This design comes from an exercise in tuning for small area on the open sky130 flow, not from production work.
In this exercise RTL edits were held to simulation tests only and were not proved equivalent to the original.

### flow/config.mk
export PLATFORM = sky130hd
export DESIGN_NAME = rgb_to_ycrcb
export DESIGN_NICKNAME = rgb_to_ycrcb
export VERILOG_FILES = /design/flow/design.v
export SDC_FILE = /design/flow/constraint.sdc
export NUM_CORES = 4
export LEC_CHECK = 0
export CAP_MARGIN = 20
export CORE_MARGIN = 2
export CORE_UTILIZATION = 70
export PLACE_DENSITY = 0.8
export SLEW_MARGIN = 20
export SYNTH_HIERARCHICAL = 1
export SYNTH_MINIMUM_KEEP_SIZE = 0
### flow/constraint.sdc
create_clock -name core_clock -period 5.0 [get_ports {clk}]
set_input_delay 1.0000 -clock core_clock [delete_from_list [all_inputs] [get_ports {clk}]]
set_output_delay 1.0000 -clock core_clock [all_outputs]
set_load 0.01 [all_outputs]
### flow/design.v
module rgb_to_ycrcb(input clk,
	input [7:0] r,
	input [7:0] g,
	input [7:0] b,
	output [7:0] y,
	output [7:0] cr,
	output [7:0] cb);
reg w1_124;
reg w1_125;
reg w1_126;
reg w1_127;
reg w1_128;
reg w1_129;
reg w1_130;
reg w1_131;
reg w1_132;
reg w1_133;
reg wc1_144;
reg wc1_145;
reg wc1_146;
reg r1_147;
reg r1_148;
reg r1_149;
reg r1_150;
reg r1_151;
reg r1_152;
reg r1_153;
reg r1_154;
reg b1_155;
reg b1_156;
reg b1_157;
reg b1_158;
reg b1_159;
reg b1_160;
reg b1_161;
reg b1_162;
reg g1_163;
reg g1_164;
reg g1_165;
reg g1_166;
reg y2_252;
reg y2_253;
reg y2_254;
reg y2_255;
reg y2_256;
reg y2_257;
reg y2_258;
reg y2_259;
reg d2_396;
reg d2_397;
reg d2_398;
reg d2_399;
reg d2_400;
reg d2_401;
reg d2_402;
reg d2_403;
reg d2_404;
reg d2_c415;
reg d2_c416;
reg e2_466;
reg e2_467;
reg e2_468;
reg e2_469;
reg e2_470;
reg e2_471;
reg e2_472;
reg e2_473;
reg e2_c475;
reg cr3_496;
reg cr3_497;
reg cr3_498;
reg cr3_499;
reg cr3_500;
reg cr3_501;
reg cr3_502;
reg cr3_503;
reg cb3_504;
reg cb3_505;
reg cb3_506;
reg cb3_507;
reg cb3_508;
reg cb3_509;
reg cb3_510;
reg cb3_511;
reg y3_512;
reg y3_513;
reg y3_514;
reg y3_515;
reg y3_516;
reg y3_517;
reg y3_518;
reg y3_519;
wire s1;
wire c2;
wire s3;
wire c4;
wire s5;
wire c6;
wire s7;
wire c8;
wire s9;
wire c10;
wire s11;
wire c12;
wire s13;
wire c14;
wire s15;
wire c16;
wire s17;
wire c18;
wire s19;
wire c20;
wire s21;
wire c22;
wire s23;
wire c24;
wire s25;
wire c26;
wire s27;
wire c28;
wire s29;
wire c30;
wire s31;
wire c32;
wire s33;
wire c34;
wire s35;
wire c36;
wire s37;
wire c38;
wire s39;
wire c40;
wire s41;
wire c42;
wire s43;
wire c44;
wire s45;
wire c46;
wire s47;
wire c48;
wire s49;
wire c50;
wire s51;
wire c52;
wire s53;
wire c54;
wire s55;
wire c56;
wire s57;
wire c58;
wire s59;
wire c60;
wire s61;
wire c62;
wire s63;
wire c64;
wire s65;
wire c66;
wire s67;
wire c68;
wire s69;
wire c70;
wire s71;
wire c72;
wire s73;
wire c74;
wire s75;
wire c76;
wire s77;
wire c78;
wire s79;
wire c80;
wire s81;
wire c82;
wire s83;
wire c84;
wire s85;
wire c86;
wire s87;
wire c88;
wire s89;
wire c90;
wire s91;
wire c92;
wire s93;
wire c94;
wire s95;
wire c96;
wire s97;
wire c98;
wire s99;
wire c100;
wire s101;
wire c102;
wire q103;
wire q104;
wire q105;
wire q106;
wire q107;
wire g108;
wire q109;
wire g110;
wire q111;
wire g112;
wire q113;
wire q114;
wire g115;
wire q116;
wire g117;
wire q118;
wire o119;
wire o120;
wire o121;
wire o122;
wire o123;
wire i134;
wire i135;
wire i136;
wire i137;
wire i138;
wire i139;
wire i140;
wire i141;
wire i142;
wire i143;
wire s167;
wire c168;
wire s169;
wire c170;
wire s171;
wire c172;
wire s173;
wire c174;
wire s175;
wire c176;
wire s177;
wire c178;
wire s179;
wire c180;
wire s181;
wire c182;
wire s183;
wire c184;
wire s185;
wire c186;
wire s187;
wire c188;
wire i189;
wire i190;
wire i191;
wire i192;
wire i193;
wire i194;
wire l195;
wire o196;
wire l197;
wire o198;
wire l199;
wire o200;
wire l201;
wire o202;
wire l203;
wire o204;
wire l205;
wire o206;
wire z207;
wire s208;
wire c209;
wire s210;
wire c211;
wire s212;
wire c213;
wire s214;
wire c215;
wire s216;
wire c217;
wire s218;
wire c219;
wire s220;
wire c221;
wire s222;
wire c223;
wire s224;
wire c225;
wire s226;
wire c227;
wire s228;
wire c229;
wire s230;
wire c231;
wire s232;
wire c233;
wire s234;
wire c235;
wire s236;
wire c237;
wire s238;
wire c239;
wire s240;
wire c241;
wire s242;
wire c243;
wire y244;
wire y245;
wire y246;
wire y247;
wire y248;
wire y249;
wire y250;
wire y251;
wire i260;
wire i261;
wire i262;
wire i263;
wire i264;
wire i265;
wire i266;
wire i267;
wire i268;
wire i269;
wire i270;
wire i271;
wire i272;
wire i273;
wire i274;
wire i275;
wire s276;
wire c277;
wire s278;
wire c279;
wire s280;
wire c281;
wire s282;
wire c283;
wire s284;
wire c285;
wire s286;
wire c287;
wire s288;
wire c289;
wire s290;
wire c291;
wire s292;
wire c293;
wire s294;
wire c295;
wire s296;
wire c297;
wire s298;
wire c299;
wire s300;
wire c301;
wire s302;
wire c303;
wire s304;
wire c305;
wire s306;
wire c307;
wire s308;
wire c309;
wire s310;
wire c311;
wire s312;
wire c313;
wire p314;
wire p315;
wire p316;
wire p317;
wire p318;
wire p319;
wire p320;
wire p321;
wire p322;
wire p323;
wire p324;
wire p325;
wire p326;
wire p327;
wire p328;
wire p329;
wire p330;
wire p331;
wire p332;
wire p333;
wire p334;
wire p335;
wire p336;
wire p337;
wire p338;
wire p339;
wire s340;
wire c341;
wire g342;
wire q343;
wire g344;
wire q345;
wire g346;
wire q347;
wire g348;
wire q349;
wire g350;
wire q351;
wire g352;
wire q353;
wire g354;
wire q355;
wire g356;
wire q357;
wire g358;
wire q359;
wire g360;
wire q361;
wire g362;
wire q363;
wire g364;
wire q365;
wire g366;
wire q367;
wire g368;
wire q369;
wire g370;
wire q371;
wire g372;
wire q373;
wire g374;
wire q375;
wire g376;
wire q377;
wire g378;
wire q379;
wire g380;
wire q381;
wire g382;
wire q383;
wire g384;
wire q385;
wire o386;
wire o387;
wire c388;
wire c389;
wire c390;
wire c391;
wire c392;
wire c393;
wire c394;
wire c395;
wire i405;
wire i406;
wire i407;
wire i408;
wire i409;
wire i410;
wire i411;
wire i412;
wire i413;
wire i414;
wire s417;
wire c418;
wire s419;
wire c420;
wire s421;
wire c422;
wire s423;
wire c424;
wire s425;
wire c426;
wire i427;
wire s428;
wire c429;
wire s430;
wire c431;
wire s432;
wire c433;
wire i434;
wire s435;
wire c436;
wire s437;
wire c438;
wire s439;
wire c440;
wire s441;
wire c442;
wire s443;
wire c444;
wire s445;
wire c446;
wire s447;
wire c448;
wire s449;
wire c450;
wire s451;
wire c452;
wire s453;
wire c454;
wire s455;
wire c456;
wire q457;
wire q458;
wire g459;
wire q460;
wire g461;
wire q462;
wire o463;
wire o464;
wire o465;
wire i474;
wire s476;
wire c477;
wire s478;
wire c479;
wire s480;
wire c481;
wire s482;
wire c483;
wire s484;
wire c485;
wire i486;
wire s487;
wire c488;
wire i489;
wire s490;
wire c491;
wire i492;
wire s493;
wire c494;
wire i495;
add3 u_s1 (.a(r[0]), .b(g[1]), .c(g[0]), .s(s1), .co(c2));
add2 u_s3 (.a(b[0]), .b(s1), .s(s3), .co(c4));
add3 u_s5 (.a(r[1]), .b(r[0]), .c(g[2]), .s(s5), .co(c6));
add3 u_s7 (.a(g[1]), .b(b[1]), .c(c2), .s(s7), .co(c8));
add3 u_s9 (.a(s5), .b(c4), .c(s7), .s(s9), .co(c10));
add3 u_s11 (.a(r[2]), .b(r[1]), .c(g[3]), .s(s11), .co(c12));
add3 u_s13 (.a(g[2]), .b(g[0]), .c(b[2]), .s(s13), .co(c14));
add3 u_s15 (.a(c6), .b(s11), .c(s13), .s(s15), .co(c16));
add3 u_s17 (.a(c8), .b(s15), .c(c10), .s(s17), .co(c18));
add3 u_s19 (.a(r[3]), .b(r[2]), .c(g[4]), .s(s19), .co(c20));
add3 u_s21 (.a(g[3]), .b(g[1]), .c(b[3]), .s(s21), .co(c22));
add3 u_s23 (.a(b[0]), .b(c12), .c(c14), .s(s23), .co(c24));
add3 u_s25 (.a(s19), .b(s21), .c(c16), .s(s25), .co(c26));
add3 u_s27 (.a(s23), .b(s25), .c(c18), .s(s27), .co(c28));
add3 u_s29 (.a(r[4]), .b(r[3]), .c(r[0]), .s(s29), .co(c30));
add3 u_s31 (.a(g[5]), .b(g[4]), .c(g[2]), .s(s31), .co(c32));
add3 u_s33 (.a(b[4]), .b(b[1]), .c(c20), .s(s33), .co(c34));
add3 u_s35 (.a(c22), .b(s29), .c(s31), .s(s35), .co(c36));
add3 u_s37 (.a(c24), .b(s33), .c(s35), .s(s37), .co(c38));
add3 u_s39 (.a(c26), .b(s37), .c(c28), .s(s39), .co(c40));
add3 u_s41 (.a(r[5]), .b(r[4]), .c(r[1]), .s(s41), .co(c42));
add3 u_s43 (.a(g[6]), .b(g[5]), .c(g[3]), .s(s43), .co(c44));
add3 u_s45 (.a(g[0]), .b(b[5]), .c(b[2]), .s(s45), .co(c46));
add3 u_s47 (.a(c30), .b(c32), .c(s41), .s(s47), .co(c48));
add3 u_s49 (.a(s43), .b(s45), .c(c34), .s(s49), .co(c50));
add3 u_s51 (.a(c36), .b(s47), .c(s49), .s(s51), .co(c52));
add3 u_s53 (.a(c38), .b(s51), .c(c40), .s(s53), .co(c54));
add3 u_s55 (.a(r[6]), .b(r[5]), .c(r[2]), .s(s55), .co(c56));
add3 u_s57 (.a(g[7]), .b(g[6]), .c(g[4]), .s(s57), .co(c58));
add3 u_s59 (.a(g[1]), .b(b[6]), .c(b[3]), .s(s59), .co(c60));
add3 u_s61 (.a(c42), .b(c44), .c(c46), .s(s61), .co(c62));
add3 u_s63 (.a(s55), .b(s57), .c(s59), .s(s63), .co(c64));
add3 u_s65 (.a(c48), .b(s61), .c(s63), .s(s65), .co(c66));
add3 u_s67 (.a(c50), .b(s65), .c(c52), .s(s67), .co(c68));
add3 u_s69 (.a(r[7]), .b(r[6]), .c(r[3]), .s(s69), .co(c70));
add3 u_s71 (.a(g[7]), .b(g[5]), .c(g[2]), .s(s71), .co(c72));
add3 u_s73 (.a(b[7]), .b(b[4]), .c(c56), .s(s73), .co(c74));
add3 u_s75 (.a(c58), .b(c60), .c(s69), .s(s75), .co(c76));
add3 u_s77 (.a(s71), .b(c62), .c(c64), .s(s77), .co(c78));
add3 u_s79 (.a(s73), .b(s75), .c(c66), .s(s79), .co(c80));
add3 u_s81 (.a(s77), .b(s79), .c(c68), .s(s81), .co(c82));
add3 u_s83 (.a(r[7]), .b(r[4]), .c(g[6]), .s(s83), .co(c84));
add3 u_s85 (.a(g[3]), .b(b[5]), .c(c70), .s(s85), .co(c86));
add3 u_s87 (.a(c72), .b(s83), .c(c74), .s(s87), .co(c88));
add3 u_s89 (.a(c76), .b(s85), .c(c78), .s(s89), .co(c90));
add3 u_s91 (.a(s87), .b(c80), .c(s89), .s(s91), .co(c92));
add3 u_s93 (.a(c84), .b(c86), .c(c88), .s(s93), .co(c94));
add3 u_s95 (.a(c90), .b(s93), .c(c92), .s(s95), .co(c96));
add2 u_s97 (.a(c54), .b(s67), .s(s97), .co(c98));
add2 u_s99 (.a(c82), .b(s91), .s(s99), .co(c100));
add2 u_s101 (.a(c94), .b(c96), .s(s101), .co(c102));
assign q103 = s39 & s27;
assign q104 = s97 & s53;
assign q105 = s99 & s81;
assign q106 = s101 & s95;
assign q107 = q104 & q103;
assign g108 = c102 | (q106 & c100);
assign q109 = q106 & q105;
assign g110 = g108 | (q109 & c98);
assign q111 = q109 & q107;
assign g112 = c100 | (q105 & c98);
assign q113 = q105 & q107;
assign q114 = s53 & q103;
assign g115 = 1'b0 | (s81 & c98);
assign q116 = s81 & q107;
assign g117 = 1'b0 | (s95 & g112);
assign q118 = s95 & q113;
assign o119 = s81 ^ c98;
assign o120 = s99 ^ g115;
assign o121 = s95 ^ g112;
assign o122 = s101 ^ g117;
assign o123 = 1'b0 ^ g110;
always @(posedge clk) w1_124 <= g[0];
always @(posedge clk) w1_125 <= s3;
always @(posedge clk) w1_126 <= s9;
always @(posedge clk) w1_127 <= s17;
always @(posedge clk) w1_128 <= s27;
always @(posedge clk) w1_129 <= s39;
always @(posedge clk) w1_130 <= s53;
always @(posedge clk) w1_131 <= s97;
always @(posedge clk) w1_132 <= o119;
always @(posedge clk) w1_133 <= o120;
assign i134 = ~w1_124;
assign i135 = ~w1_125;
assign i136 = ~w1_126;
assign i137 = ~w1_127;
assign i138 = ~w1_128;
assign i139 = ~w1_129;
assign i140 = ~w1_130;
assign i141 = ~w1_131;
assign i142 = ~w1_132;
assign i143 = ~w1_133;
always @(posedge clk) wc1_144 <= o121;
always @(posedge clk) wc1_145 <= o122;
always @(posedge clk) wc1_146 <= o123;
always @(posedge clk) r1_147 <= r[0];
always @(posedge clk) r1_148 <= r[1];
always @(posedge clk) r1_149 <= r[2];
always @(posedge clk) r1_150 <= r[3];
always @(posedge clk) r1_151 <= r[4];
always @(posedge clk) r1_152 <= r[5];
always @(posedge clk) r1_153 <= r[6];
always @(posedge clk) r1_154 <= r[7];
always @(posedge clk) b1_155 <= b[0];
always @(posedge clk) b1_156 <= b[1];
always @(posedge clk) b1_157 <= b[2];
always @(posedge clk) b1_158 <= b[3];
always @(posedge clk) b1_159 <= b[4];
always @(posedge clk) b1_160 <= b[5];
always @(posedge clk) b1_161 <= b[6];
always @(posedge clk) b1_162 <= b[7];
always @(posedge clk) g1_163 <= g[7];
always @(posedge clk) g1_164 <= g[4];
always @(posedge clk) g1_165 <= g[5];
always @(posedge clk) g1_166 <= g[6];
add3 u_s167 (.a(r1_152), .b(g1_163), .c(g1_164), .s(s167), .co(c168));
add3 u_s169 (.a(b1_161), .b(wc1_144), .c(s167), .s(s169), .co(c170));
add3 u_s171 (.a(r1_153), .b(g1_165), .c(b1_162), .s(s171), .co(c172));
add3 u_s173 (.a(wc1_145), .b(c168), .c(s171), .s(s173), .co(c174));
add2 u_s175 (.a(c170), .b(s173), .s(s175), .co(c176));
add3 u_s177 (.a(r1_154), .b(g1_166), .c(wc1_146), .s(s177), .co(c178));
add3 u_s179 (.a(c172), .b(s177), .c(c174), .s(s179), .co(c180));
add2 u_s181 (.a(c176), .b(s179), .s(s181), .co(c182));
add3 u_s183 (.a(g1_163), .b(c178), .c(c180), .s(s183), .co(c184));
add2 u_s185 (.a(c182), .b(s183), .s(s185), .co(c186));
add2 u_s187 (.a(c184), .b(c186), .s(s187), .co(c188));
assign i189 = ~s169;
assign i190 = ~s175;
assign i191 = ~s181;
assign i192 = ~s185;
assign i193 = ~s187;
assign i194 = ~c188;
assign l195 = w1_125 ^ w1_124;
assign o196 = w1_125 | w1_124;
assign l197 = w1_126 ^ o196;
assign o198 = w1_126 | o196;
assign l199 = w1_127 ^ o198;
assign o200 = w1_127 | o198;
assign l201 = w1_128 ^ o200;
assign o202 = w1_128 | o200;
assign l203 = w1_129 ^ o202;
assign o204 = w1_129 | o202;
assign l205 = w1_130 ^ o204;
assign o206 = w1_130 | o204;
zero7 u_z207 (.a({w1_130, w1_129, w1_128, w1_127, w1_126, w1_125, w1_124}), .z(z207));
add3 u_s208 (.a(r1_147), .b(i141), .c(z207), .s(s208), .co(c209));
add3 u_s210 (.a(r1_148), .b(i142), .c(c209), .s(s210), .co(c211));
add3 u_s212 (.a(r1_149), .b(i143), .c(c211), .s(s212), .co(c213));
add3 u_s214 (.a(r1_150), .b(i189), .c(c213), .s(s214), .co(c215));
add3 u_s216 (.a(r1_151), .b(i190), .c(c215), .s(s216), .co(c217));
add3 u_s218 (.a(r1_152), .b(i191), .c(c217), .s(s218), .co(c219));
add3 u_s220 (.a(r1_153), .b(i192), .c(c219), .s(s220), .co(c221));
add3 u_s222 (.a(r1_154), .b(i193), .c(c221), .s(s222), .co(c223));
add2 u_s224 (.a(i194), .b(c223), .s(s224), .co(c225));
add3 u_s226 (.a(b1_155), .b(i141), .c(z207), .s(s226), .co(c227));
add3 u_s228 (.a(b1_156), .b(i142), .c(c227), .s(s228), .co(c229));
add3 u_s230 (.a(b1_157), .b(i143), .c(c229), .s(s230), .co(c231));
add3 u_s232 (.a(b1_158), .b(i189), .c(c231), .s(s232), .co(c233));
add3 u_s234 (.a(b1_159), .b(i190), .c(c233), .s(s234), .co(c235));
add3 u_s236 (.a(b1_160), .b(i191), .c(c235), .s(s236), .co(c237));
add3 u_s238 (.a(b1_161), .b(i192), .c(c237), .s(s238), .co(c239));
add3 u_s240 (.a(b1_162), .b(i193), .c(c239), .s(s240), .co(c241));
add2 u_s242 (.a(i194), .b(c241), .s(s242), .co(c243));
assign y244 = w1_131 | c188;
assign y245 = w1_132 | c188;
assign y246 = w1_133 | c188;
assign y247 = s169 | c188;
assign y248 = s175 | c188;
assign y249 = s181 | c188;
assign y250 = s185 | c188;
assign y251 = s187 | c188;
always @(posedge clk) y2_252 <= y244;
always @(posedge clk) y2_253 <= y245;
always @(posedge clk) y2_254 <= y246;
always @(posedge clk) y2_255 <= y247;
always @(posedge clk) y2_256 <= y248;
always @(posedge clk) y2_257 <= y249;
always @(posedge clk) y2_258 <= y250;
always @(posedge clk) y2_259 <= y251;
assign i260 = ~s224;
assign i261 = ~l195;
assign i262 = ~l197;
assign i263 = ~l199;
assign i264 = ~l201;
assign i265 = ~l203;
assign i266 = ~l205;
assign i267 = ~s208;
assign i268 = ~s210;
assign i269 = ~s212;
assign i270 = ~s214;
assign i271 = ~s216;
assign i272 = ~s218;
assign i273 = ~s220;
assign i274 = ~s222;
assign i275 = ~s242;
add2 u_s276 (.a(i261), .b(i264), .s(s276), .co(c277));
add3 u_s278 (.a(w1_124), .b(i262), .c(i265), .s(s278), .co(c279));
add3 u_s280 (.a(l195), .b(i263), .c(i266), .s(s280), .co(c281));
add3 u_s282 (.a(l197), .b(i264), .c(i267), .s(s282), .co(c283));
add3 u_s284 (.a(l199), .b(i265), .c(i268), .s(s284), .co(c285));
add3 u_s286 (.a(l201), .b(i266), .c(i269), .s(s286), .co(c287));
add3 u_s288 (.a(l203), .b(i267), .c(i270), .s(s288), .co(c289));
add3 u_s290 (.a(l205), .b(i268), .c(i271), .s(s290), .co(c291));
add2 u_s292 (.a(i261), .b(i263), .s(s292), .co(c293));
add2 u_s294 (.a(i262), .b(i264), .s(s294), .co(c295));
add3 u_s296 (.a(w1_124), .b(i263), .c(i265), .s(s296), .co(c297));
add3 u_s298 (.a(i134), .b(s276), .c(i266), .s(s298), .co(c299));
add3 u_s300 (.a(i267), .b(c277), .c(s278), .s(s300), .co(c301));
add3 u_s302 (.a(i268), .b(c279), .c(s280), .s(s302), .co(c303));
add3 u_s304 (.a(s282), .b(c281), .c(i269), .s(s304), .co(c305));
add3 u_s306 (.a(c283), .b(s284), .c(i270), .s(s306), .co(c307));
add3 u_s308 (.a(c285), .b(s286), .c(i271), .s(s308), .co(c309));
add3 u_s310 (.a(c287), .b(s288), .c(i272), .s(s310), .co(c311));
add3 u_s312 (.a(c289), .b(s290), .c(i273), .s(s312), .co(c313));
assign p314 = 1'b1 & i134;
assign p315 = 1'b1 | i134;
assign p316 = i262 & w1_124;
assign p317 = i262 | w1_124;
assign p318 = s292 & i134;
assign p319 = s292 | i134;
assign p320 = s294 & c293;
assign p321 = s294 | c293;
assign p322 = s296 & c295;
assign p323 = s296 | c295;
assign p324 = s298 & c297;
assign p325 = s298 | c297;
assign p326 = s300 & c299;
assign p327 = s300 | c299;
assign p328 = s302 & c301;
assign p329 = s302 | c301;
assign p330 = s304 & c303;
assign p331 = s304 | c303;
assign p332 = s306 & c305;
assign p333 = s306 | c305;
assign p334 = s308 & c307;
assign p335 = s308 | c307;
assign p336 = s310 & c309;
assign p337 = s310 | c309;
assign p338 = s312 & c311;
assign p339 = s312 | c311;
add2 u_s340 (.a(c291), .b(c313), .s(s340), .co(c341));
assign g342 = 1'b0 | (i261 & p314);
assign q343 = i261 & p315;
assign g344 = p318 | (p319 & p316);
assign q345 = p319 & p317;
assign g346 = p322 | (p323 & p320);
assign q347 = p323 & p321;
assign g348 = p326 | (p327 & p324);
assign q349 = p327 & p325;
assign g350 = p330 | (p331 & p328);
assign q351 = p331 & p329;
assign g352 = p334 | (p335 & p332);
assign q353 = p335 & p333;
assign g354 = p338 | (p339 & p336);
assign q355 = p339 & p337;
assign g356 = g344 | (q345 & g342);
assign q357 = q345 & q343;
assign g358 = g348 | (q349 & g346);
assign q359 = q349 & q347;
assign g360 = g352 | (q353 & g350);
assign q361 = q353 & q351;
assign g362 = g358 | (q359 & g356);
assign q363 = q359 & q357;
assign g364 = g360 | (q361 & g362);
assign q365 = q361 & q363;
assign g366 = g346 | (q347 & g356);
assign q367 = q347 & q357;
assign g368 = g350 | (q351 & g362);
assign q369 = q351 & q363;
assign g370 = g354 | (q355 & g364);
assign q371 = q355 & q365;
assign g372 = p316 | (p317 & g342);
assign q373 = p317 & q343;
assign g374 = p320 | (p321 & g356);
assign q375 = p321 & q357;
assign g376 = p324 | (p325 & g366);
assign q377 = p325 & q367;
assign g378 = p328 | (p329 & g362);
assign q379 = p329 & q363;
assign g380 = p332 | (p333 & g368);
assign q381 = p333 & q369;
assign g382 = p336 | (p337 & g364);
assign q383 = p337 & q365;
assign g384 = c341 | (s340 & g370);
assign q385 = s340 & q371;
assign o386 = s340 ^ g370;
assign o387 = 1'b0 ^ g384;
assign c388 = w1_124 & l199;
assign c389 = (l195 & l201) | (l195 & c388) | (l201 & c388);
assign c390 = (l197 & l203) | (l197 & c389) | (l203 & c389);
assign c391 = (l199 & l205) | (l199 & c390) | (l205 & c390);
assign c392 = (l201 & s226) | (l201 & c391) | (s226 & c391);
assign c393 = (l203 & s228) | (l203 & c392) | (s228 & c392);
assign c394 = (l205 & s230) | (l205 & c393) | (s230 & c393);
assign c395 = (s226 & s232) | (s226 & c394) | (s232 & c394);
always @(posedge clk) d2_396 <= s208;
always @(posedge clk) d2_397 <= s210;
always @(posedge clk) d2_398 <= s212;
always @(posedge clk) d2_399 <= s214;
always @(posedge clk) d2_400 <= s216;
always @(posedge clk) d2_401 <= s218;
always @(posedge clk) d2_402 <= s220;
always @(posedge clk) d2_403 <= s222;
always @(posedge clk) d2_404 <= s224;
assign i405 = ~d2_404;
assign i406 = ~1'b0;
assign i407 = ~d2_396;
assign i408 = ~d2_397;
assign i409 = ~d2_398;
assign i410 = ~d2_399;
assign i411 = ~d2_400;
assign i412 = ~d2_401;
assign i413 = ~d2_402;
assign i414 = ~d2_403;
always @(posedge clk) d2_c415 <= o386;
always @(posedge clk) d2_c416 <= o387;
add3 u_s417 (.a(d2_396), .b(d2_c415), .c(i409), .s(s417), .co(c418));
add3 u_s419 (.a(i412), .b(i414), .c(s417), .s(s419), .co(c420));
add3 u_s421 (.a(d2_397), .b(d2_404), .c(d2_c416), .s(s421), .co(c422));
add3 u_s423 (.a(i410), .b(i413), .c(c418), .s(s423), .co(c424));
add3 u_s425 (.a(s421), .b(c420), .c(s423), .s(s425), .co(c426));
assign i427 = ~s425;
add3 u_s428 (.a(d2_398), .b(i411), .c(i414), .s(s428), .co(c429));
add3 u_s430 (.a(c422), .b(s428), .c(c424), .s(s430), .co(c431));
add3 u_s432 (.a(s430), .b(c426), .c(s425), .s(s432), .co(c433));
assign i434 = ~s432;
add3 u_s435 (.a(d2_399), .b(d2_404), .c(i412), .s(s435), .co(c436));
add3 u_s437 (.a(c429), .b(s435), .c(c431), .s(s437), .co(c438));
add3 u_s439 (.a(s437), .b(c433), .c(s432), .s(s439), .co(c440));
xnor2m u_s441 (.a(d2_400), .b(i413), .y(s441));
or2m u_c442 (.a(d2_400), .b(i413), .y(c442));
add3 u_s443 (.a(s441), .b(c436), .c(c438), .s(s443), .co(c444));
xnor2m u_s445 (.a(d2_401), .b(i414), .y(s445));
or2m u_c446 (.a(d2_401), .b(i414), .y(c446));
add3 u_s447 (.a(c442), .b(s445), .c(c444), .s(s447), .co(c448));
add3 u_s449 (.a(d2_402), .b(d2_404), .c(c446), .s(s449), .co(c450));
add2 u_s451 (.a(c440), .b(s443), .s(s451), .co(c452));
add2 u_s453 (.a(c448), .b(s449), .s(s453), .co(c454));
add2 u_s455 (.a(d2_403), .b(c450), .s(s455), .co(c456));
assign q457 = s451 & s439;
assign q458 = s453 & s447;
assign g459 = c454 | (q458 & c452);
assign q460 = q458 & q457;
assign g461 = 1'b0 | (s447 & c452);
assign q462 = s447 & q457;
assign o463 = s447 ^ c452;
assign o464 = s453 ^ g461;
assign o465 = s455 ^ g459;
always @(posedge clk) e2_466 <= s228;
always @(posedge clk) e2_467 <= s230;
always @(posedge clk) e2_468 <= s232;
always @(posedge clk) e2_469 <= s234;
always @(posedge clk) e2_470 <= s236;
always @(posedge clk) e2_471 <= s238;
always @(posedge clk) e2_472 <= s240;
always @(posedge clk) e2_473 <= s242;
assign i474 = ~e2_473;
always @(posedge clk) e2_c475 <= c395;
add3 u_s476 (.a(e2_466), .b(e2_469), .c(e2_c475), .s(s476), .co(c477));
add3 u_s478 (.a(e2_467), .b(e2_470), .c(c477), .s(s478), .co(c479));
add3 u_s480 (.a(e2_468), .b(e2_471), .c(c479), .s(s480), .co(c481));
add3 u_s482 (.a(e2_469), .b(e2_472), .c(c481), .s(s482), .co(c483));
add3 u_s484 (.a(e2_470), .b(i474), .c(c483), .s(s484), .co(c485));
assign i486 = ~s484;
add3 u_s487 (.a(e2_471), .b(c485), .c(s484), .s(s487), .co(c488));
assign i489 = ~s487;
add3 u_s490 (.a(e2_472), .b(c488), .c(s487), .s(s490), .co(c491));
assign i492 = ~s490;
add3 u_s493 (.a(i474), .b(c491), .c(s490), .s(s493), .co(c494));
assign i495 = ~s493;
always @(posedge clk) cr3_496 <= s419;
always @(posedge clk) cr3_497 <= i427;
always @(posedge clk) cr3_498 <= i434;
always @(posedge clk) cr3_499 <= s439;
always @(posedge clk) cr3_500 <= s451;
always @(posedge clk) cr3_501 <= o463;
always @(posedge clk) cr3_502 <= o464;
always @(posedge clk) cr3_503 <= o465;
always @(posedge clk) cb3_504 <= s476;
always @(posedge clk) cb3_505 <= s478;
always @(posedge clk) cb3_506 <= s480;
always @(posedge clk) cb3_507 <= s482;
always @(posedge clk) cb3_508 <= i486;
always @(posedge clk) cb3_509 <= i489;
always @(posedge clk) cb3_510 <= i492;
always @(posedge clk) cb3_511 <= i495;
always @(posedge clk) y3_512 <= y2_252;
always @(posedge clk) y3_513 <= y2_253;
always @(posedge clk) y3_514 <= y2_254;
always @(posedge clk) y3_515 <= y2_255;
always @(posedge clk) y3_516 <= y2_256;
always @(posedge clk) y3_517 <= y2_257;
always @(posedge clk) y3_518 <= y2_258;
always @(posedge clk) y3_519 <= y2_259;
assign y = {y3_519, y3_518, y3_517, y3_516, y3_515, y3_514, y3_513, y3_512};
assign cr = {cr3_503, cr3_502, cr3_501, cr3_500, cr3_499, cr3_498, cr3_497, cr3_496};
assign cb = {cb3_511, cb3_510, cb3_509, cb3_508, cb3_507, cb3_506, cb3_505, cb3_504};
endmodule
module add3(input a, input b, input c, output s, output co);
assign s = a ^ b ^ c;
assign co = (a & b) | (a & c) | (b & c);
endmodule
module zero7(input [6:0] a, output z);
assign z = ~(|a);
endmodule
module xnor2m(input a, input b, output y);
assign y = ~(a ^ b);
endmodule
module or2m(input a, input b, output y);
assign y = a | b;
endmodule
module add2(input a, input b, output s, output co);
assign s = a ^ b;
assign co = a & b;
endmodule
### flow/flow/run.sh
#!/bin/bash
bash standard.sh "BUFFER_PORTS_ARGS=-buffer_cell sky130_fd_sc_hd__buf_1" \
  "CTS_ARGS=-sink_clustering_enable -repair_clock_nets -dont_use_dummy_load -buf_list {sky130_fd_sc_hd__clkbuf_4 sky130_fd_sc_hd__clkbuf_8} -sink_clustering_size 20" \
  GPL_KEEP_OVERFLOW=0 finish > standard.log 2>&1
### flow/standard.sh
#!/bin/bash
# synth_recipe.tcl (not shown) runs the flow's synth.tcl, then flattens the netlist and writes it again
# the make line also repeats each setting of config.mk as NAME=value (left out here)
make -C /OpenROAD-flow-scripts/flow DESIGN_CONFIG=/design/flow/config.mk WORK_HOME=/design/flow/orfs CLKGATE_MAP_FILE= SYNTH_SCRIPT=/design/flow/synth_recipe.tcl "${@:-finish}"
==> results of run 1 <==
## per-module statistics from Yosys, one instance, submodules excluded
module / times used / cells / area, µm² / flip-flops and latches
or2m: 2 / 1 / 6.256 / 0
zero7: 1 / 2 / 20.02 / 0
add3: 108 / 1 / 20.02 / 0
xnor2m: 2 / 1 / 8.758 / 0
rgb_to_ycrcb: 1 / 211 / 2490 / 85
add2: 17 / 1 / 12.51 / 0
## synthesized netlist by cell type (all sizes together), types with 4 or more instances
cell / number
a21oi: 4
fa: 108
nor2: 4
o22ai: 4
a31oi: 4
ha: 26
o21ai: 4
nand2: 8
inv: 40
xnor2: 4
dfxtp: 85
a22oi: 4
buf: 24
or2: 4
## cells by family (layout without fill, tap and decap cells)
| logic type | after synthesis | count (layout) |
|---|---|---|
| compound gates | 29 | 29 |
| simple gates | 21 | 21 |
| flops | 85 | 85 |
| xor+xnor | 7 | 7 |
| fa+ha+maj | 135 | 135 |
| buf+inv | 65 | 98 |
## worst register-to-register path, cell delays in order (launching register included)
cell and delay [ps]:
sky130_fd_sc_hd__dfxtp_2 350, sky130_fd_sc_hd__or4_4 130, sky130_fd_sc_hd__nor4_2 50, sky130_fd_sc_hd__fa_2 350, sky130_fd_sc_hd__fa_2 340, sky130_fd_sc_hd__fa_1 380
sky130_fd_sc_hd__fa_2 350, sky130_fd_sc_hd__fa_2 350, sky130_fd_sc_hd__fa_2 350, sky130_fd_sc_hd__fa_1 600, sky130_fd_sc_hd__inv_1 90, sky130_fd_sc_hd__fa_1 490
sky130_fd_sc_hd__nor2_1 140, sky130_fd_sc_hd__nor2_1 60, sky130_fd_sc_hd__o31ai_1 60, sky130_fd_sc_hd__o21ai_1 110, sky130_fd_sc_hd__ha_1 180, sky130_fd_sc_hd__or2_2 280
## per-layer routing
metal  up-vias  GRT usage [%]  wire length (µm)
li1       1117              -                 -
met1      1304          29.88              3270
met5         -              0                 0
met3        13          4.524               231
met4         0          10.07               138
met2        64          46.01              4628
## layout make-up
cell class              count  area, µm²
multi-input cells         192       2895
flip-flops and latches     85       1707
repair buffers             48      180.2
clock buffers               9      123.9
inverters                  41      153.9
well taps                  96      120.1
fillers                   402       1614
## worst paths after layout
| check | to | slack, ps | depth (start not counted) |
|---|---|---|---|
| setup / recovery | d2_c416 | 220 | 17 |
| hold / removal | y3_514 | 330 | 0 |
| hold reg to reg | y3_514 | 330 | 0 |
| setup reg to reg | d2_c416 | 220 | 17 |
## repair_timing
action | CTS | global route
setup endpoints to repair | 2 | 2
pin swaps | 0 | 4
gates resized for setup | 1 | 9
==> impl_table.tex, run 1 <==
\begin{tabular}{lr}
\hline
Metric & Value \\
\hline
\multicolumn{2}{l}{\textbf{Status}} \\
\quad Run status & finished clean \\
\multicolumn{2}{l}{\textbf{STA}} \\
\quad Sum of negative setup slack & 0 ps \\
\quad Worst slew margin relative to its limit & 74.31\% \\
\quad Hold Worst Slack & 328.1 ps \\
\quad Final critical-path required period & 4779 ps \\
\quad Total count of max-transition violations in the final report & 0 \\
\quad RSZ-0062 raised after global routing & no \\
\quad PnR worst setup slack & 221.0 ps \\
\quad Maximum clock frequency & 209.3 MHz \\
\quad Setup violation total in the final timing report & 0 \\
\quad Final hold violations & 0 \\
\quad Final worst path period share & 95.58\% \\
\quad Actual transition at the worst max-transition pin & 375.7 ps \\
\quad Final setup skew & 34.89 ps \\
\multicolumn{2}{l}{\textbf{Logic synthesis}} \\
\quad Basic-gate share of the synthesized area counting and, or, nand and nor cells & 2.240\% \\
\quad Top post-synthesis cells by area & sky130\_fd\_sc\_hd\_\_fa\_1 (44\%), sky130\_fd\_sc\_hd\_\_dfxtp\_1 (35\%), sky130\_fd\_sc\_hd\_\_ha\_1 (6.6\%), sky130\_fd\_sc\_hd\_\_buf\_4 (3.7\%), sky130\_fd\_sc\_hd\_\_inv\_1 (3.1\%) \\
\quad Net count after synthesis & 501 \\
\quad Yosys reg bits & 85 \\
\quad Async SR Flop Fraction & 0\% \\
\quad Area share of the largest cell type after synthesis & 43.99\% \\
\quad Count of flip-flops with a built-in enable after synthesis & 0 \\
\quad Largest family of logic cells by synthesized area & adder cells \\
\quad Average size of a mapped cell & 14.37 µm² \\
\quad Synth Instances & 342 \\
\quad Total of warnings raised by yosys & 7 \\
\quad Distinct cell type count after synthesis & 34 \\
\quad Mux share of post-synthesis cell area & 0\% \\
\quad Ys flop type & sky130\_fd\_sc\_hd\_\_dfxtp\_1 \\
\quad Post-synthesis cell type with the largest combined area & sky130\_fd\_sc\_hd\_\_fa\_1 \\
\quad Arithmetic-cell share of the synthesized area counting full adders, half adders and majority gates & 50.84\% \\
\quad Portion of the post-synthesis area used by sequential elements & 34.62\% \\
\quad Post-synthesis instance area & 4915 µm² \\
\quad Fraction of the mapped netlist area in compound gates & 4.099\% \\
\quad Post-Synth XOR/XNOR Area & 1.400\% \\
\multicolumn{2}{l}{\textbf{GRT}} \\
\quad Global-route usage over all layers & 25.32\% \\
\quad Maximum number of pins on one net before global-route repair & 19 \\
\quad Number of global-route vias before repair & 2935 \\
\quad Final global-route overflow total & 0 \\
\quad Global-route wire length before repair & 13.95 mm \\
\quad Number of antenna violations at the first check in global routing & 0 \\
\multicolumn{2}{l}{\textbf{Setup path}} \\
\quad Cell Chain, Critical Path & or4\_4 -> nor4\_2 -> fa\_2 -> fa\_2 -> fa\_1 -> fa\_2 -> fa\_2 -> fa\_2 -> fa\_1 -> inv\_1 -> fa\_1 -> nor2\_1 -> nor2\_1 -> o31ai\_1 -> o21ai\_1 -> ha\_1 -> or2\_2 \\
\quad Number of buffers and inverters on the critical path & 1 \\
\quad Most Frequent Cell on Critical Path & sky130\_fd\_sc\_hd\_\_fa\_2 \\
\quad Worst reg2reg path startpoint & w1\_130 \\
\quad Top fanout value on the critical path & 3 \\
\quad Slowest stage cell, crit path & sky130\_fd\_sc\_hd\_\_fa\_1 \\
\quad Data arrival at the endpoint of the critical path & 5000 ps \\
\quad Critical path data required time & 5220 ps \\
\quad Startpoint-to-endpoint class of the critical path & reg -> reg \\
\quad Slowest cell delay on critical path & 600 ps \\
\quad Origin of the worst setup path & w1\_130 \\
\quad Startpoint class of the critical path & flip-flop \\
\quad Worst path top cell family by delay & adder cells \\
\quad Worst setup EP type & flip-flop \\
\multicolumn{2}{l}{\textbf{Die}} \\
\quad Core Rows & 30 \\
\quad Top Ports & 49 \\
\quad Die Y-Extent & 87.79 µm \\
\quad Starting utilization of the core area & 72.34\% \\
\quad Die W & 87.79 µm \\
\quad Die Outline Area & 7707 µm² \\
\quad Standard cell core area & 6794 µm² \\
\multicolumn{2}{l}{\textbf{Clock tree}} \\
\quad CTS tree & built \\
\quad CTS root buf & sky130\_fd\_sc\_hd\_\_clkbuf\_8 \\
\quad Number of sinks driven by the clock tree & 85 \\
\quad Maximum level of the CTS H-tree & 3 \\
\quad Buffers inserted during post-CTS setup optimization & 0 \\
\quad Insertion delay to the later sink of the worst-skew pair & 360 ps \\
\quad Inserted Clock Buffers & 9 \\
\quad Clock-pin slew on the worst setup and hold paths & 70 ps \\
\quad Longest Clk Path Bufs & 2 \\
\quad Number of hold buffers added after CTS & 0 \\
\multicolumn{2}{l}{\textbf{Place}} \\
\quad Buffers on Ports & 48 \\
\quad Final HPWL from detailed placement & 7.023 mm \\
\quad Placed standard-cell area & 5035 µm² \\
\quad Global placer's final weighted congestion & 0.8734 \\
\quad Number of instances in the placed design & 462 \\
\quad Post-Place Setup Slack & -111.0 ps \\
\multicolumn{2}{l}{\textbf{Finish}} \\
\quad Finished Layout Cells & 471 \\
\quad Non-Filler Cell Area, Final & 5180 µm² \\
\quad Count of nets after finishing & 536 \\
\quad Ant. Diodes & 0 \\
\quad Commonest non-fill, non-tap cell in the layout & sky130\_fd\_sc\_hd\_\_fa\_1 \\
\quad Leading cell types in the layout, fill and taps excluded & sky130\_fd\_sc\_hd\_\_fa\_1 (103), sky130\_fd\_sc\_hd\_\_dfxtp\_1 (83), sky130\_fd\_sc\_hd\_\_buf\_1 (48) \\
\quad Synthesis-to-finish area growth & 5.397\% \\
\quad Fraction of layout cells with a size suffix above 1 & 6.667\% \\
\quad Post-layout util & 76.24\% \\
\multicolumn{2}{l}{\textbf{Route}} \\
\quad Vias/cell & 5.304 \\
\quad DR vias & 2498 \\
\quad Count of antenna-violating nets left after detailed routing & 0 \\
\quad Routed WL & 8.269 mm \\
\quad Residual DRC & 0 \\
\quad DRT Pass-1 Iters & 4 \\
\quad Detailed Route Iter0 Violations & 70 \\
\quad Detailed-route wire length per cell & 17.56 µm \\
\multicolumn{2}{l}{\textbf{Job}} \\
\quad Maximum capacitance violations & 0 \\
\multicolumn{2}{l}{\textbf{Hold path}} \\
\quad Class of the most critical hold timing path & reg -> reg \\
\quad Startpoint of the most critical hold path & y2\_254 \\
\hline
\end{tabular}
==> run 2, diff against run 1 <==
==> flow/flow/run.sh (replaced) <==
#!/bin/bash
bash standard.sh "BUFFER_PORTS_ARGS=-buffer_cell sky130_fd_sc_hd__buf_1" \
  "CTS_ARGS=-sink_clustering_enable -repair_clock_nets -dont_use_dummy_load -buf_list {sky130_fd_sc_hd__clkbuf_4 sky130_fd_sc_hd__clkbuf_8} -sink_clustering_size 20" \
  finish > standard.log 2>&1
==> impl_table.tex, run 2 <==
\begin{tabular}{lr}
\hline
Metric & Value \\
\hline
\multicolumn{2}{l}{\textbf{STA}} \\
\quad Total count of max-transition violations in the final report & 0 \\
\quad Final worst path period share & 95.50\% \\
\quad Final setup skew & 42.94 ps \\
\quad Worst slew margin relative to its limit & 72.21\% \\
\quad Setup violation total in the final timing report & 0 \\
\quad Final hold violations & 0 \\
\quad Final critical-path required period & 4775 ps \\
\quad RSZ-0062 raised after global routing & no \\
\quad Actual transition at the worst max-transition pin & 413.4 ps \\
\quad Maximum clock frequency & 209.4 MHz \\
\quad Sum of negative setup slack & 0 ps \\
\multicolumn{2}{l}{\textbf{Logic synthesis}} \\
\quad Total of warnings raised by yosys & 7 \\
\quad Distinct cell type count after synthesis & 34 \\
\quad Yosys reg bits & 85 \\
\quad Top post-synthesis cells by area & sky130\_fd\_sc\_hd\_\_fa\_1 (44\%), sky130\_fd\_sc\_hd\_\_dfxtp\_1 (35\%), sky130\_fd\_sc\_hd\_\_ha\_1 (6.6\%), sky130\_fd\_sc\_hd\_\_buf\_4 (3.7\%), sky130\_fd\_sc\_hd\_\_inv\_1 (3.1\%) \\
\quad Count of flip-flops with a built-in enable after synthesis & 0 \\
\quad Synth cell count leaders & sky130\_fd\_sc\_hd\_\_fa\_1 (108), sky130\_fd\_sc\_hd\_\_dfxtp\_1 (85), sky130\_fd\_sc\_hd\_\_inv\_1 (40) \\
\quad Synth Instances & 342 \\
\quad Portion of the post-synthesis area used by sequential elements & 34.62\% \\
\quad Library cell with the highest instance count after synthesis & sky130\_fd\_sc\_hd\_\_fa\_1 \\
\quad Post-synthesis cell type with the largest combined area & sky130\_fd\_sc\_hd\_\_fa\_1 \\
\quad Post-synthesis instance area & 4915 µm² \\
\quad Area share of the largest cell type after synthesis & 43.99\% \\
\quad Async SR Flop Fraction & 0\% \\
\quad Average size of a mapped cell & 14.37 µm² \\
\quad Net count after synthesis & 501 \\
\quad Ys flop type & sky130\_fd\_sc\_hd\_\_dfxtp\_1 \\
\multicolumn{2}{l}{\textbf{Finish}} \\
\quad Leading cell types in the layout, fill and taps excluded & sky130\_fd\_sc\_hd\_\_fa\_1 (105), sky130\_fd\_sc\_hd\_\_dfxtp\_1 (84), sky130\_fd\_sc\_hd\_\_buf\_1 (48) \\
\quad Layout fillers & 415 \\
\quad Area of the multi-input gates & 2887 µm² \\
\quad Finished Layout Cells & 478 \\
\quad Count of nets after finishing & 543 \\
\quad Synthesis-to-finish area growth & 6.212\% \\
\quad Sequential cell area & 1703 µm² \\
\quad Fraction of layout cells with a size suffix above 1 & 7.330\% \\
\quad Commonest non-fill, non-tap cell in the layout & sky130\_fd\_sc\_hd\_\_fa\_1 \\
\quad Ant. Diodes & 0 \\
\multicolumn{2}{l}{\textbf{Route}} \\
\quad Residual DRC & 0 \\
\quad Vias/cell & 5.169 \\
\quad DRT Pass-1 Iters & 6 \\
\quad Count of antenna-violating nets left after detailed routing & 0 \\
\quad Detailed Route Iter0 Violations & 55 \\
\quad DR vias & 2471 \\
\quad Routed WL & 8.110 mm \\
\quad Detailed-route wire length per cell & 16.97 µm \\
\multicolumn{2}{l}{\textbf{Hold path}} \\
\quad Worst-case hold path end point & y3\_514 \\
\quad Class of the most critical hold timing path & reg -> reg \\
\quad Startpoint of the most critical hold path & y2\_254 \\
\quad Hold Path Cell Cnt & 0 \\
\multicolumn{2}{l}{\textbf{Setup path}} \\
\quad Startpoint class of the critical path & flip-flop \\
\quad Worst reg2reg path startpoint & w1\_130 \\
\quad Startpoint-to-endpoint class of the critical path & reg -> reg \\
\quad Worst setup EP type & flip-flop \\
\quad Slack of the worst reg-to-reg path & 230 ps \\
\quad Worst reg-to-reg path cell count & 17 \\
\quad Worst r2r dst & d2\_c416 \\
\quad Top fanout value on the critical path & 3 \\
\quad Critical path data required time & 5210 ps \\
\quad Data arrival at the endpoint of the critical path & 4990 ps \\
\multicolumn{2}{l}{\textbf{Clock tree}} \\
\quad Insertion delay to the later sink of the worst-skew pair & 360 ps \\
\quad Maximum level of the CTS H-tree & 3 \\
\quad CTS tree & built \\
\quad Number of sinks driven by the clock tree & 85 \\
\quad Longest Clk Path Bufs & 2 \\
\quad Clock-pin slew on the worst setup and hold paths & 60 ps \\
\quad CTS root buf & sky130\_fd\_sc\_hd\_\_clkbuf\_8 \\
\quad Inserted Clock Buffers & 9 \\
\multicolumn{2}{l}{\textbf{Job}} \\
\quad Maximum capacitance violations & 0 \\
\multicolumn{2}{l}{\textbf{GRT}} \\
\quad Number of global-route vias before repair & 2997 \\
\quad Global-route wire length before repair & 14.00 mm \\
\quad Maximum number of pins on one net before global-route repair & 19 \\
\quad Number of antenna violations at the first check in global routing & 0 \\
\quad Global-route usage over all layers & 25.25\% \\
\quad Final global-route overflow total & 0 \\
\multicolumn{2}{l}{\textbf{Die}} \\
\quad Core Rows & 30 \\
\quad Die Y-Extent & 87.79 µm \\
\quad Top Ports & 49 \\
\quad Standard cell core area & 6794 µm² \\
\quad Starting utilization of the core area & 72.34\% \\
\quad Die Outline Area & 7707 µm² \\
\quad Die W & 87.79 µm \\
\multicolumn{2}{l}{\textbf{Place}} \\
\quad Global placer's final weighted congestion & 0.8765 \\
\quad Final HPWL from detailed placement & 7.170 mm \\
\quad Number of instances in the placed design & 469 \\
\quad Buffers on Ports & 48 \\
\multicolumn{2}{l}{\textbf{Status}} \\
\quad Run status & finished clean \\
\hline
\end{tabular}
run 2: cell count changes in the layout (fill, tap and decap cells not counted), sizes merged:
cell	previous run	this run
buf	48	55
run 2: stage by stage:
| stage | setup slack (ps) | hold WS (ps) | util, % | area (µm²) |
|---|---|---|---|---|
| floorplan | 268.1 | 309.6 | - | 4915 |
| global placement | 165.9 | 310.5 | 74.88 | 5087 |
| detailed placement | 50.71 | 314.6 | 74.88 | 5087 |
| CTS | 36.43 | 328.8 | 76.70 | 5211 |
| global route | 25.31 | 338.9 | 76.83 | 5220 |
| finish | 225.1 | 326.4 | 76.83 | 5220 |
run 2: kinds of logic after synthesis:
group,share of synthesized area (%)
AO/OA/AOI/OAI,4.099
XOR/XNOR,1.400
adder cells (fa/ha/maj),50.84
buffers and inverters,6.797
flip-flops,34.62
AND/OR/NAND/NOR,2.240
run 2: timing repair:
item                       in CTS  in global routing
resized for setup               0                  5
setup buffers                   0                  0
setup endpoints to repair       0                  2
hold buffers                    0                  0
run 2: critical path, stage by stage (launching register included):
cell and delay [ps]:
sky130_fd_sc_hd__dfxtp_2 350, sky130_fd_sc_hd__or4_1 130, sky130_fd_sc_hd__nor4_2 60, sky130_fd_sc_hd__fa_1 380
sky130_fd_sc_hd__fa_1 390, sky130_fd_sc_hd__fa_2 350, sky130_fd_sc_hd__fa_1 390, sky130_fd_sc_hd__fa_2 350
sky130_fd_sc_hd__fa_2 360, sky130_fd_sc_hd__fa_1 570, sky130_fd_sc_hd__inv_1 70, sky130_fd_sc_hd__fa_1 470
sky130_fd_sc_hd__nor2_1 120, sky130_fd_sc_hd__nor2_1 60, sky130_fd_sc_hd__o31ai_1 60, sky130_fd_sc_hd__o21ai_1 90
sky130_fd_sc_hd__ha_1 190, sky130_fd_sc_hd__or2_2 280
run 2: worst max path at each step:
stage	slack [ps]	start	end	depth (start not counted)
finish	230	w1_130	d2_c416	17
global route	30	w1_130	d2_c416	17
CTS	40	w1_130	d2_c416	17
detailed placement	50	w1_130	d2_c416	17
global placement	170	r[0]	wc1_145	12
floorplan	270	w1_124	d2_c416	15
run 2: cell type report:
| type | instances | share of cell area, % |
|---|---|---|
| Inverter | 41 | 2.948 |
| Clock buffer | 9 | 2.373 |
| Tap cell | 96 | 2.301 |
| Sequential cell | 85 | 32.62 |
| Multi-Input combinational cell | 192 | 55.30 |
| Timing Repair Buffer | 55 | 4.458 |
run 2: layer usage:
metal	share of wire (%)	GRT usage (%)	up-vias
li1	-	-	1129
met1	38	28.88	1283
met2	58	48.07	50
met3	3.0	4.901	9
met4	1.0	6.993	0
met5	0	0	-
run 2: per-module statistics from Yosys (local to each module, per instance):
module | cells | area, µm²
zero7 | 2 | 20.02
or2m | 1 | 6.256
rgb_to_ycrcb | 211 | 2490
add2 | 1 | 12.51
xnor2m | 1 | 8.758
add3 | 1 | 20.02
==> run 3, diff against run 2 <==
==> flow/flow/run.sh (replaced) <==
#!/bin/bash
bash standard.sh "BUFFER_PORTS_ARGS=-buffer_cell sky130_fd_sc_hd__buf_1" \
  "CTS_ARGS=-sink_clustering_enable -repair_clock_nets -dont_use_dummy_load -buf_list {sky130_fd_sc_hd__clkbuf_4 sky130_fd_sc_hd__clkbuf_8} -sink_clustering_size 20" \
  GPL_KEEP_OVERFLOW=0 finish > standard.log 2>&1
--- a/flow/config.mk
+++ b/flow/config.mk
@@ -8,6 +8,6 @@
 export CAP_MARGIN = 20
 export CORE_MARGIN = 2
-export CORE_UTILIZATION = 70
-export PLACE_DENSITY = 0.8
+export CORE_UTILIZATION = 60
+export PLACE_DENSITY = 0.7
 export SLEW_MARGIN = 20
 export SYNTH_HIERARCHICAL = 1
==> impl_table.tex, run 3 <==
\begin{tabular}{lr}
\hline
Metric & Value \\
\hline
\multicolumn{2}{l}{\textbf{Finish}} \\
\quad Commonest non-fill, non-tap cell in the layout & sky130\_fd\_sc\_hd\_\_fa\_1 \\
\quad Ant. Diodes & 0 \\
\quad Leading cell types in the layout, fill and taps excluded & sky130\_fd\_sc\_hd\_\_fa\_1 (105), sky130\_fd\_sc\_hd\_\_dfxtp\_1 (83), sky130\_fd\_sc\_hd\_\_buf\_1 (48) \\
\quad Non-Filler Cell Area, Final & 5182 µm² \\
\quad Layout fillers & 651 \\
\quad Fraction of layout cells with a size suffix above 1 & 5.867\% \\
\quad Count of nets after finishing & 536 \\
\quad Finished Layout Cells & 480 \\
\quad Synthesis-to-finish area growth & 5.448\% \\
\multicolumn{2}{l}{\textbf{Place}} \\
\quad Placed standard-cell area & 5046 µm² \\
\quad Post-Place Setup Slack & -85.41 ps \\
\quad Number of instances in the placed design & 471 \\
\quad Buffers on Ports & 48 \\
\quad Final HPWL from detailed placement & 6.943 mm \\
\quad Global placer's final weighted congestion & 0.8550 \\
\multicolumn{2}{l}{\textbf{GRT}} \\
\quad Number of global-route vias before repair & 2841 \\
\quad Global-route usage over all layers & 20.61\% \\
\quad Maximum number of pins on one net before global-route repair & 18 \\
\quad Global-route wire length before repair & 13.39 mm \\
\quad Number of antenna violations at the first check in global routing & 0 \\
\quad Final global-route overflow total & 0 \\
\multicolumn{2}{l}{\textbf{Hold path}} \\
\quad Class of the most critical hold timing path & reg -> reg \\
\multicolumn{2}{l}{\textbf{Job}} \\
\quad Maximum capacitance violations & 0 \\
\multicolumn{2}{l}{\textbf{Setup path}} \\
\quad Slowest cell delay on critical path & 550 ps \\
\quad Top fanout value on the critical path & 3 \\
\quad Critical path data required time & 5200 ps \\
\quad Startpoint class of the critical path & flip-flop \\
\quad Worst path top cell family by delay & adder cells \\
\quad Cell Chain, Critical Path & or4\_1 -> nor4\_2 -> fa\_1 -> fa\_1 -> fa\_2 -> fa\_1 -> fa\_2 -> fa\_2 -> fa\_1 -> inv\_1 -> fa\_1 -> nor2\_1 -> nor2\_1 -> o31ai\_1 -> o21ai\_1 -> ha\_1 -> or2\_2 \\
\quad Startpoint-to-endpoint class of the critical path & reg -> reg \\
\quad Number of buffers and inverters on the critical path & 1 \\
\quad Data arrival at the endpoint of the critical path & 4980 ps \\
\quad Slowest stage cell, crit path & sky130\_fd\_sc\_hd\_\_fa\_1 \\
\quad Worst setup EP type & flip-flop \\
\quad Most Frequent Cell on Critical Path & sky130\_fd\_sc\_hd\_\_fa\_1 \\
\multicolumn{2}{l}{\textbf{Logic synthesis}} \\
\quad Yosys reg bits & 85 \\
\quad Distinct cell type count after synthesis & 34 \\
\quad Library cell with the highest instance count after synthesis & sky130\_fd\_sc\_hd\_\_fa\_1 \\
\quad Total of warnings raised by yosys & 7 \\
\quad Average size of a mapped cell & 14.37 µm² \\
\quad Post-synthesis instance area & 4915 µm² \\
\quad Net count after synthesis & 501 \\
\quad Synth Instances & 342 \\
\quad Post-synthesis cell type with the largest combined area & sky130\_fd\_sc\_hd\_\_fa\_1 \\
\quad Count of flip-flops with a built-in enable after synthesis & 0 \\
\quad Ys flop type & sky130\_fd\_sc\_hd\_\_dfxtp\_1 \\
\quad Async SR Flop Fraction & 0\% \\
\quad Synth cell count leaders & sky130\_fd\_sc\_hd\_\_fa\_1 (108), sky130\_fd\_sc\_hd\_\_dfxtp\_1 (85), sky130\_fd\_sc\_hd\_\_inv\_1 (40) \\
\quad Portion of the post-synthesis area used by sequential elements & 34.62\% \\
\quad Area share of the largest cell type after synthesis & 43.99\% \\
\quad Top post-synthesis cells by area & sky130\_fd\_sc\_hd\_\_fa\_1 (44\%), sky130\_fd\_sc\_hd\_\_dfxtp\_1 (35\%), sky130\_fd\_sc\_hd\_\_ha\_1 (6.6\%), sky130\_fd\_sc\_hd\_\_buf\_4 (3.7\%), sky130\_fd\_sc\_hd\_\_inv\_1 (3.1\%) \\
\multicolumn{2}{l}{\textbf{Die}} \\
\quad Core Rows & 33 \\
\quad Top Ports & 49 \\
\quad Die Outline Area & 8931 µm² \\
\quad Die W & 94.51 µm \\
\quad Starting utilization of the core area & 60.73\% \\
\quad Standard cell core area & 8093 µm² \\
\quad Die Y-Extent & 94.51 µm \\
\multicolumn{2}{l}{\textbf{STA}} \\
\quad Setup violation total in the final timing report & 0 \\
\quad Final critical-path required period & 4776 ps \\
\quad Worst slew margin relative to its limit & 73.99\% \\
\quad Sum of negative setup slack & 0 ps \\
\quad PnR worst setup slack & 224.3 ps \\
\quad Actual transition at the worst max-transition pin & 380.4 ps \\
\quad Total count of max-transition violations in the final report & 0 \\
\quad Final setup skew & 35.39 ps \\
\quad Maximum clock frequency & 209.4 MHz \\
\quad RSZ-0062 raised after global routing & no \\
\quad Final worst path period share & 95.51\% \\
\quad Final hold violations & 0 \\
\multicolumn{2}{l}{\textbf{Clock tree}} \\
\quad Inserted Clock Buffers & 9 \\
\quad CTS root buf & sky130\_fd\_sc\_hd\_\_clkbuf\_8 \\
\quad Number of hold buffers added after CTS & 0 \\
\quad Longest Clk Path Bufs & 2 \\
\quad Clock-pin slew on the worst setup and hold paths & 60 ps \\
\quad Number of sinks driven by the clock tree & 85 \\
\quad Maximum level of the CTS H-tree & 3 \\
\quad CTS tree & built \\
\quad Insertion delay to the later sink of the worst-skew pair & 350 ps \\
\multicolumn{2}{l}{\textbf{Route}} \\
\quad Detailed-route wire length per cell & 16.35 µm \\
\quad Residual DRC & 0 \\
\quad Detailed Route Iter0 Violations & 52 \\
\quad DR vias & 2427 \\
\quad Count of antenna-violating nets left after detailed routing & 0 \\
\quad Vias/cell & 5.056 \\
\quad DRT Pass-1 Iters & 4 \\
\quad Routed WL & 7.850 mm \\
\multicolumn{2}{l}{\textbf{Status}} \\
\quad Run status & finished clean \\
\hline
\end{tabular}
run 3: cell counts after synthesis:
No cell type changed its count.
run 3: worst paths after layout:
kind,from,endpoint,slack [ps],cells after the start
max,w1_130,d2_c416,220,17
min,y2_254,y3_514,320,0
max reg2reg,w1_130,d2_c416,220,17
min reg2reg,y2_254,y3_514,320,0
run 3: final cells by class:
type / count / area, µm² / share of cell area [%]
multi-input combinational: 192 / 2887 / 55.70
sequential: 85 / 1707 / 32.93
timing repair buffer: 48 / 180.2 / 3.477
inverter: 41 / 153.9 / 2.970
tap: 105 / 131.4 / 2.535
clock buffer: 9 / 123.9 / 2.390
run 3: worst register-to-register path, delay by kind of cell (launching register included):
family	cells	cell delay, ps
adder cells (fa/ha/maj)	9	3450
AND/OR/NAND/NOR	5	630
flip-flops	1	350
AO/OA/AOI/OAI	2	160
buffers and inverters	1	60
run 3: timing repair:
action,4_1_cts,5_1_grt
setup buffers,0,0
pin swaps,0,1
resized for setup,1,6
cloned,0,0
endpoints found under the setup margin,2,2
run 3: cell families after synthesis:
logic type | share of synthesized area [%]
compound gates | 4.099
xor+xnor | 1.400
fa+ha+maj | 50.84
buf+inv | 6.797
flops | 34.62
simple gates | 2.240
run 3: per-stage QoR:
step	hold slack (ps)	util, %
floorplan	309.6	-
global placement	310.6	62.35
detailed placement	312.1	62.35
CTS	325.2	63.90
global route	332.1	64.04
finish	322.7	64.04
run 3: modules after synthesis (local to each module, per instance):
module / cell area, µm² / cells inside
xnor2m: 8.758 / 1
zero7: 20.02 / 2
add3: 20.02 / 1
add2: 12.51 / 1
rgb_to_ycrcb: 2490 / 211
or2m: 6.256 / 1
run 3: layer usage:
layer / track usage [%] / wire length [µm] / vias up
met2: 37.92 / 4340 / 53
met5: 0 / 0 / -
met4: 7.246 / 206 / 0
met1: 23.31 / 3057 / 1245
li1: - / - / 1113
met3: 5.108 / 245 / 16

-- what the ideal ports hide --
Ports are ideal in the flow. The routed layouts listed here were re-timed in OpenROAD. Step 1, drivers: a clkbuf_16 drives clk and a buf_2 each remaining input, both assumed. Step 2 also shifts input and output timing later by t, the mid clock arrival at the registers, as if the neighbouring blocks saw the same clock. Three values: ideal ports, drivers, drivers and shift; two values: the first two.
| run | shift t [ns] | slack for setup (ns) | worst hold slack (ns) | worst setup path at the end | slew at the worst register clock pin (ns) |
|---|---|---|---|---|---|
| run 1 | 0.366 | 0.221 / 0.221 / -0.012 | 0.328 / 0.328 / 0.328 | input to register | 0.10 / 0.10 |
| run 2 | 0.365 | 0.225 / 0.225 / 0.087 | 0.326 / 0.326 / 0.326 | input to register | 0.10 / 0.10 |
| run 3 | 0.359 | 0.224 / 0.224 / 0.044 | 0.323 / 0.323 / 0.323 | input to register | 0.09 / 0.09 |
With both steps, setup timing fails in run 1, where it was met with ideal ports. The setup slack of run 1, which loses most, moves by 0.000 ns with the drivers and by -0.233 ns with both steps.
